This design comes from an exercise in tuning for small area, a short achievable clock period and few clock cycles per item on the open sky130 flow, not from production work. The RTL of this run was laid out without a check of its function. Power and IR drop assume default switching activity.

==> design/flow/design.v <==
module mp_cache_data_array #(
    parameter NUM_WMASKS = 32,
    parameter DATA_WIDTH = 256,
    parameter ADDR_WIDTH = 4
) (
    input  logic                  clk0,
    input  logic                  csb0,     
    input  logic                  web0,     
    input  logic [NUM_WMASKS-1:0] wmask0,
    input  logic [ADDR_WIDTH-1:0] addr0,
    input  logic [DATA_WIDTH-1:0] din0,
    output logic [DATA_WIDTH-1:0] dout0
);
  localparam RAM_DEPTH = 1 << ADDR_WIDTH;
  logic [DATA_WIDTH-1:0] mem[RAM_DEPTH];
  logic                  web0_reg;
  logic [NUM_WMASKS-1:0] wmask0_reg;
  logic [ADDR_WIDTH-1:0] addr0_reg;
  logic [DATA_WIDTH-1:0] din0_reg;
  always_ff @(posedge clk0) begin
    if (!csb0) begin
      web0_reg   <= web0;
      wmask0_reg <= wmask0;
      addr0_reg  <= addr0;
      din0_reg   <= din0;
    end
  end
  logic [DATA_WIDTH-1:0] bitmask;
  always_comb begin
    for (integer i = 0; i < NUM_WMASKS; i++) bitmask[i*8+:8] = {8{wmask0_reg[i]}};
  end
  always_ff @(posedge clk0) begin
    if (!web0_reg) mem[addr0_reg] <= (mem[addr0_reg] & ~bitmask) | (din0_reg & bitmask);
  end
  assign dout0 = mem[addr0_reg];
endmodule
module mp_cache_tag_array #(
    parameter DATA_WIDTH = 23,
    parameter ADDR_WIDTH = 4
) (
    input  logic                  clk0,
    input  logic                  csb0,     
    input  logic                  web0,     
    input  logic [ADDR_WIDTH-1:0] addr0,
    input  logic [DATA_WIDTH-1:0] din0,
    output logic [DATA_WIDTH-1:0] dout0
);
  localparam RAM_DEPTH = 1 << ADDR_WIDTH;
  logic [DATA_WIDTH-1:0] mem[RAM_DEPTH];
  logic                  web0_reg;
  logic [ADDR_WIDTH-1:0] addr0_reg;
  logic [DATA_WIDTH-1:0] din0_reg;
  always_ff @(posedge clk0) begin
    if (!csb0) begin
      web0_reg  <= web0;
      addr0_reg <= addr0;
      din0_reg  <= din0;
    end
  end
  always_ff @(posedge clk0) begin
    if (!web0_reg) mem[addr0_reg] <= din0_reg;
  end
  assign dout0 = mem[addr0_reg];
endmodule
module sp_ff_array #(
            parameter               S_INDEX     = 4,
            parameter               WIDTH       = 1
)(
    input   logic                   clk0,
    input   logic                   rst0,
    input   logic                   csb0,
    input   logic                   web0,
    input   logic   [S_INDEX-1:0]   addr0,
    input   logic   [WIDTH-1:0]     din0,
    output  logic   [WIDTH-1:0]     dout0
);
            localparam              NUM_SETS    = 2**S_INDEX;
            logic                   web0_reg;
            logic   [S_INDEX-1:0]   addr0_reg;
            logic   [WIDTH-1:0]     din0_reg;
            logic   [WIDTH-1:0]     internal_array [NUM_SETS];
    always_ff @(posedge clk0) begin
        if (rst0) begin
            web0_reg  <= 1'b1;
            addr0_reg <= 'x;
            din0_reg  <= 'x;
        end else begin
            if (!csb0) begin
                web0_reg  <= web0;
                addr0_reg <= addr0;
                din0_reg  <= din0;
            end
        end
    end
    always_ff @(posedge clk0) begin
        if (rst0) begin
            for (integer i = 0; i < NUM_SETS; i++) begin
                internal_array[i] <= '0;
            end
        end else begin
            if (!web0_reg) begin
                internal_array[addr0_reg] <= din0_reg;
            end
        end
    end
    always_comb begin
        dout0 = internal_array[addr0_reg];
    end
endmodule : sp_ff_array
module cache (
    input logic clk,
    input logic rst,
    input  logic [ 31:0] ufp_addr,
    input  logic [  3:0] ufp_rmask,
    input  logic [  3:0] ufp_wmask,
    output logic [255:0] ufp_rdata,
    input  logic [ 31:0] ufp_wdata,
    output logic         ufp_resp,
    output logic [ 31:0] dfp_addr,
    output logic         dfp_read,
    output logic         dfp_write,
    input  logic [255:0] dfp_rdata,
    output logic [255:0] dfp_wdata,
    input  logic         dfp_resp,
    input  logic [ 31:0] dfp_raddr
);
  localparam int L = 16;   
  logic [255:0] data_q [L];
  logic [ 24:0] tag_q  [L];
  logic [L-1:0] valid_q;
  logic [L-1:0] dirty_q;
  logic [  2:0] plru_q [4];
  logic        req;
  logic        is_wr;
  logic [24:0] tag;
  logic [ 1:0] set;
  logic [ 2:0] word;
  assign req   = (ufp_rmask != 4'b0) || (ufp_wmask != 4'b0);
  assign is_wr = (ufp_wmask != 4'b0);
  assign tag   = ufp_addr[31:7];
  assign set   = ufp_addr[6:5];
  assign word  = ufp_addr[4:2];
  logic [L-1:0] set_dec;
  logic [L-1:0] line_hit;
  logic         hit;
  logic [ 1:0] hit_way;
  always_comb begin
    for (int l = 0; l < L; l++) begin
      set_dec[l]  = (set == l[3:2]);
      line_hit[l] = set_dec[l] && valid_q[l] && (tag_q[l] == tag);
    end
    hit = |line_hit;
    hit_way = 2'd0;
    for (int l = 0; l < L; l++) if (line_hit[l]) hit_way = l[1:0];
  end
  logic [2:0] plru;
  logic [1:0] victim;
  logic [L-1:0] victim_line;
  logic [24:0] victim_tag;
  logic victim_dirty;   
  always_comb begin
    plru = plru_q[set];
    casez (plru)
      3'b0?0:  victim = 2'd3;
      3'b1?0:  victim = 2'd2;
      3'b?01:  victim = 2'd1;
      default: victim = 2'd0;
    endcase
    for (int l = 0; l < L; l++) victim_line[l] = set_dec[l] && (victim == l[1:0]);
    victim_tag   = tag_q[{set, victim}];
    victim_dirty = valid_q[{set, victim}] && dirty_q[{set, victim}];
  end
  logic fill;   
  logic wb_done;   
  assign dfp_read  = req && !hit && !victim_dirty;
  assign dfp_write = req && !hit && victim_dirty;
  assign dfp_addr  = victim_dirty ? {victim_tag, set, 5'b0} : {ufp_addr[31:5], 5'b0};
  assign fill      = dfp_read && dfp_resp;
  assign wb_done   = dfp_write && dfp_resp;
  logic [L-1:0] line_sel;
  logic         mem_sel;
  logic [255:0] line_out;
  always_comb begin
    for (int l = 0; l < L; l++)
      line_sel[l] = line_hit[l] || (victim_line[l] && victim_dirty && !hit);
    mem_sel = dfp_resp && !victim_dirty;
  end
  line_mux #(
      .N(L + 1),
      .W(256)
  ) out_mux (
      .sel ({mem_sel, line_sel}),
      .din ({dfp_rdata, data_q[15], data_q[14], data_q[13], data_q[12], data_q[11], data_q[10],
             data_q[9], data_q[8], data_q[7], data_q[6], data_q[5], data_q[4], data_q[3],
             data_q[2], data_q[1], data_q[0]}),
      .dout(line_out)
  );
  assign dfp_wdata = line_out;
  assign ufp_rdata = line_out;
  assign ufp_resp  = req && (hit || dfp_resp && !victim_dirty);
  logic [ 31:0] byte_wr;   
  logic [255:0] new_line;
  logic [  1:0] use_way;
  always_comb begin
    for (int b = 0; b < 32; b++) begin
      byte_wr[b] = is_wr && (word == b[4:2]) && ufp_wmask[b%4];
      new_line[b*8+:8] = byte_wr[b] ? ufp_wdata[(b%4)*8+:8] : dfp_rdata[b*8+:8];
    end
    use_way = hit ? hit_way : victim;
  end
  for (genvar l = 0; l < L; l++) begin : lines
    logic line_fill;
    assign line_fill = fill && victim_line[l];
    for (genvar b = 0; b < 32; b++) begin : bytes
      always_ff @(posedge clk) begin
        if (line_fill || (line_hit[l] && byte_wr[b])) data_q[l][b*8+:8] <= new_line[b*8+:8];
      end
    end
    always_ff @(posedge clk) begin
      if (line_fill) tag_q[l] <= tag;
    end
    always_ff @(posedge clk) begin
      if (rst) begin
        valid_q[l] <= 1'b0;
        dirty_q[l] <= 1'b0;
      end else begin
        if (line_fill) valid_q[l] <= 1'b1;
        if (line_fill || (line_hit[l] && is_wr)) dirty_q[l] <= is_wr;
        else if (wb_done && victim_line[l]) dirty_q[l] <= 1'b0;
      end
    end
  end
  for (genvar s = 0; s < 4; s++) begin : sets
    always_ff @(posedge clk) begin
      if (rst) plru_q[s] <= 3'b000;
      else if (ufp_resp && set == s) begin
        case (use_way)
          2'd0: plru_q[s] <= {plru_q[s][2], 2'b00};
          2'd1: plru_q[s] <= {plru_q[s][2], 2'b10};
          2'd2: plru_q[s] <= {1'b0, plru_q[s][1], 1'b1};
          default: plru_q[s] <= {1'b1, plru_q[s][1], 1'b1};
        endcase
      end
    end
  end
endmodule
module line_mux #(
    parameter int N = 2,
    parameter int W = 1
) (
    input  logic [  N-1:0] sel,
    input  logic [N*W-1:0] din,
    output logic [  W-1:0] dout
);
  always_comb begin
    dout = '0;
    for (int i = 0; i < N; i++) dout = dout | (din[i*W+:W] & {W{sel[i]}});
  end
endmodule
==> design/flow/run.sh <==
#!/bin/bash
# synth_recipe.tcl (not shown) runs the flow's synth.tcl, then flattens the netlist and writes it again
# the make line also repeats each setting of config.mk as NAME=value (left out here)
make -C /OpenROAD-flow-scripts/flow DESIGN_CONFIG=/design/flow/config.mk WORK_HOME=/design/flow/orfs CLKGATE_MAP_FILE= SYNTH_SCRIPT=/design/flow/synth_recipe.tcl finish
==> design/flow/config.mk <==
export PLATFORM = sky130hd
export DESIGN_NAME = cache
export DESIGN_NICKNAME = cache
export VERILOG_FILES = /design/flow/design.v
export SDC_FILE = /design/flow/constraint.sdc
export NUM_CORES = 4
export LEC_CHECK = 0
export CAP_MARGIN = 40
export CORE_MARGIN = 2
export CORE_UTILIZATION = 35
export SLEW_MARGIN = 40
export SYNTH_HIERARCHICAL = 1
export SYNTH_MEMORY_MAX_BITS = 65536
==> design/flow/constraint.sdc <==
create_clock -name core_clock -period 12.0 [get_ports {clk}]
set_input_delay 2.4000 -clock core_clock [delete_from_list [all_inputs] [get_ports {clk}]]
set_output_delay 2.4000 -clock core_clock [all_outputs]
set_load 0.01 [all_outputs]
==> summary.txt <==
[worst max-delay path: cells and delay by family]
family | cells | cell delay, ns
AO/OA/AOI/OAI | 3 | 0.91
AND/OR/NAND/NOR | 10 | 3.53
buffers and inverters | 4 | 1.68
[synthesized netlist by cell type (28+ instances only)]
master    number  share of area (%)
edfxtp_1    4496                 76
a22oi_1     1073                4.6
o21ai_0      519                1.5
a221oi_1     496                2.5
clkbuf_1     474                1.0
nand2_1      367               0.78
nand3_1      320               0.91
a222oi_1     298                1.7
buf_4        298                1.3
mux2_2       286                1.8
a22o_1       277                1.4
and3_1       262               0.93
xnor2_1      213                1.1
xor2_1       187               0.93
buf_2        180               0.51
nand4_1       76               0.27
nor4_1        66               0.23
o21ai_1       66               0.19
buf_1         62               0.13
dfxtp_1       44               0.50
inv_1         33              0.070
o21a_1        32               0.14
o21ai_2       29               0.14
a21oi_1       28              0.079
[final cells by class]
class,instances,area [µm²],area share [%]
flip-flops and latches,4540,136000,64.9
multi-input cells,4818,36300,17.4
repair buffers,1481,13900,6.62
clock buffers,557,11900,5.68
well taps,6681,8360,3.99
clock inverters,278,2590,1.24
diodes,133,333,0.159
inverters,35,131,0.0627
[flip-flops by register name, indices dropped and copies added, names as in the netlist]
register and flops:
tag_q 400, data_q 4096, valid_q 16, plru_q 12
dirty_q 16
[metal layers]
layer  vias up  track usage, %
li1      44952               -
met1     57744            32.9
met2      7790            37.8
met3      1196            6.22
met4        38            12.1
met5         -               0
[cell usage in the layout, fill, tap and decap left out, types with 213 or more instances in the layout]
master              n
a221oi_1          496
a222oi_1          298
a22o_1            277
a22oi_1          1073
and3_1            261
buf_4             556
clkbuf_16         461
clkdlybuf4s50_1   809
edfxtp_1         4496
mux2_2            286
nand2_1           361
nand3_1           316
o21ai_0           358
xnor2_1           213
[worst min-delay path by stage]
| stage | startpoint | end | slack (ns) |
|---|---|---|---|
| after floorplan | valid_q[0] | valid_q[0] | 0.44 |
| after global placement | plru_q[3][2] | plru_q[3][2] | 0.46 |
| after detailed placement | valid_q[1] | valid_q[1] | 0.46 |
| after CTS | valid_q[1] | valid_q[1] | 0.47 |
| after global routing | valid_q[1] | valid_q[1] | 0.50 |
| final | valid_q[1] | valid_q[1] | 0.47 |
[stage by stage]
step	cell area [µm²]	util [%]	instances	hold WS, ns
after global placement	194000	38.5	17545	0.460
final	209000	41.7	18523	0.468
after floorplan	177000	-	10431	0.439
after detailed placement	195000	38.7	17555	0.462
after global routing	209000	41.7	18442	0.499
after CTS	209000	41.6	18390	0.471
[logic make-up after synthesis]
| group | share of synthesized area, % |
|---|---|
| flip-flops | 76.9 |
| AO/OA/AOI/OAI | 12.6 |
| AND/OR/NAND/NOR | 3.54 |
| buffers and inverters | 3.14 |
| XOR/XNOR | 1.98 |
| multiplexers | 1.89 |
| other | 0.00212 |
[power by group]
| part | leakage, nW | internal (W) | switching (W) | total (W) |
|---|---|---|---|---|
| Sequential | 40.9 | 0.0177 | 0.0000514 | 0.0178 |
| Clock | 7.01 | 0.00775 | 0.00627 | 0.0140 |
| Combinational | 18.1 | 0.00109 | 0.00191 | 0.00300 |
| Total | 66.0 | 0.0265 | 0.00823 | 0.0348 |
==> reports/results.ini <==
[status]
status = finished clean

[global_routing]
grt_overflow = 0
antenna_found_initial = 124
grt_pass1_vias = 103984
grt_max_degree = 107
grt_pass1_wl_um = 878000
track_usage_pct = 24.7

[floorplanning]
dieWidth_um = 715
row_count = 260
pin_count = 910
start_util_pct = 35.2
die_h_um = 715
die_area_um2 = 511000
core-area_um2 = 502000

[sta]
timing.final.crit_period_ns = 11.21
skew_ns = 0.102
tns_ns = 0
fmax_mhz = 89.2
drv_slew = 0
setup_violations = 0
rsz0062_at_grt = no
period_share_pct = 93.5
slew_headroom_pct = 30.8
worst_slack_ns = 0.786
worstMarginPinSlew_ns = 1.04
final-hold-violation-count = 0

[yosys]
avgSynthCellArea_um2 = 16.9
synth.distinct_cells = 66
syn_area_um2 = 177000
async_flop_share_pct = 0
ys_ff_latch = 4540
synth_flop_cell = edfxtp_1
ys_seq_area_share_pct = 76.9
synthCells = 10427
synth-edff-count = 4496
ys_warn_count = 11

[setup_path]
reg2reg_setup_slack_ns = 6.19
reg2reg_depth = 12
critPathLaunchType = primary input
cp_slowest_cell = nor2b_4
path_cells = buf_2 > nor2b_4 > nand3_1 > nor4_1 > nand4_1 > nand4_1 > nor3_2 > nand2_1 > or2_2 > buf_12 > o21ai_4 > buf_12 > a22oi_1 > nand2_1 > a221oi_1 > nand3_1 > clkdlybuf4s50_1
crit_path_end = ufp_rdata[169]
worstReg2RegEnd = data_q[8][29]
startpoint = ufp_addr[5]
cp_max_fo = 83
endpoint_kind = primary output
crit_arrival_ns = 8.81
reg2reg_from = plru_q[3][0]
critPathMaxStageDelay_ns = 0.69
required_ns = 9.60
crit_type = primary input to primary output

[clock_network]
cts.sinks = 4540
cts_buffer_depth = 4
cts_tree = built
clk_pin_slew_worst_paths_ns = 0.06
cts_resized = 0
numCtsBuffers = 458
clkLatencyLatePin_ns = 1.09
hold_buffers = 0
cts_root_buf = clkbuf_16
cts_setup_buffers = 0
htreeDepth = 5

[power]
p_leak_nw = 66.0
p_total_w = 0.0348
irDropWorstVdd_uv = 149
power.density_nw_per_um2 = 166

[drt]
initialDrtViolationCount = 18450
wl_per_cell_um = 35.4
firstDrtPassIters = 10
ant_nets = 0
routed.top_layer = met5
drc = 0
wl_met3_um = 77800
vias = 111720
finalWirelength_um = 657000
viasPerCell = 6.03
drt-met1-wl_um = 247000
wl_met2_um = 302000

[min_path]
hold_path.class = flop to flop
min_delay_path_depth = 2

[place]
port_buffers = 870
dp_slack_ns = 0.961
gp_congestion = 0.873
hpwl_um = 403000

[job]
cap_violations = 0

[final_layout]
nFillCells = 44813
drive_gt1_share_pct = 16.1
syn2layout_area_growth_pct = 18.5
layout.nets = 11697

afterwards: timing with drivers on the ports:
No port has a modelled driver above. Below, the same layout with a new extraction and two added sets of constraints. Step 1 assumes that a clkbuf_16 drives the clock port and a buf_2 every other input. Step 2 also shifts input and output timing later by t, the mid clock arrival at the registers, as if the neighbouring blocks saw the same clock. a / b / c = ideal / step 1 / step 2; a / b = the first two.
t, ns: 1.167
slack for setup (ns): 0.786 / 0.764 / 0.764
slew at the worst register clock pin (ns): 0.08 / 0.08
After both steps this run still meets setup and hold. For this run, drivers alone change the setup slack by -0.022 ns; drivers and shift together by -0.022 ns.
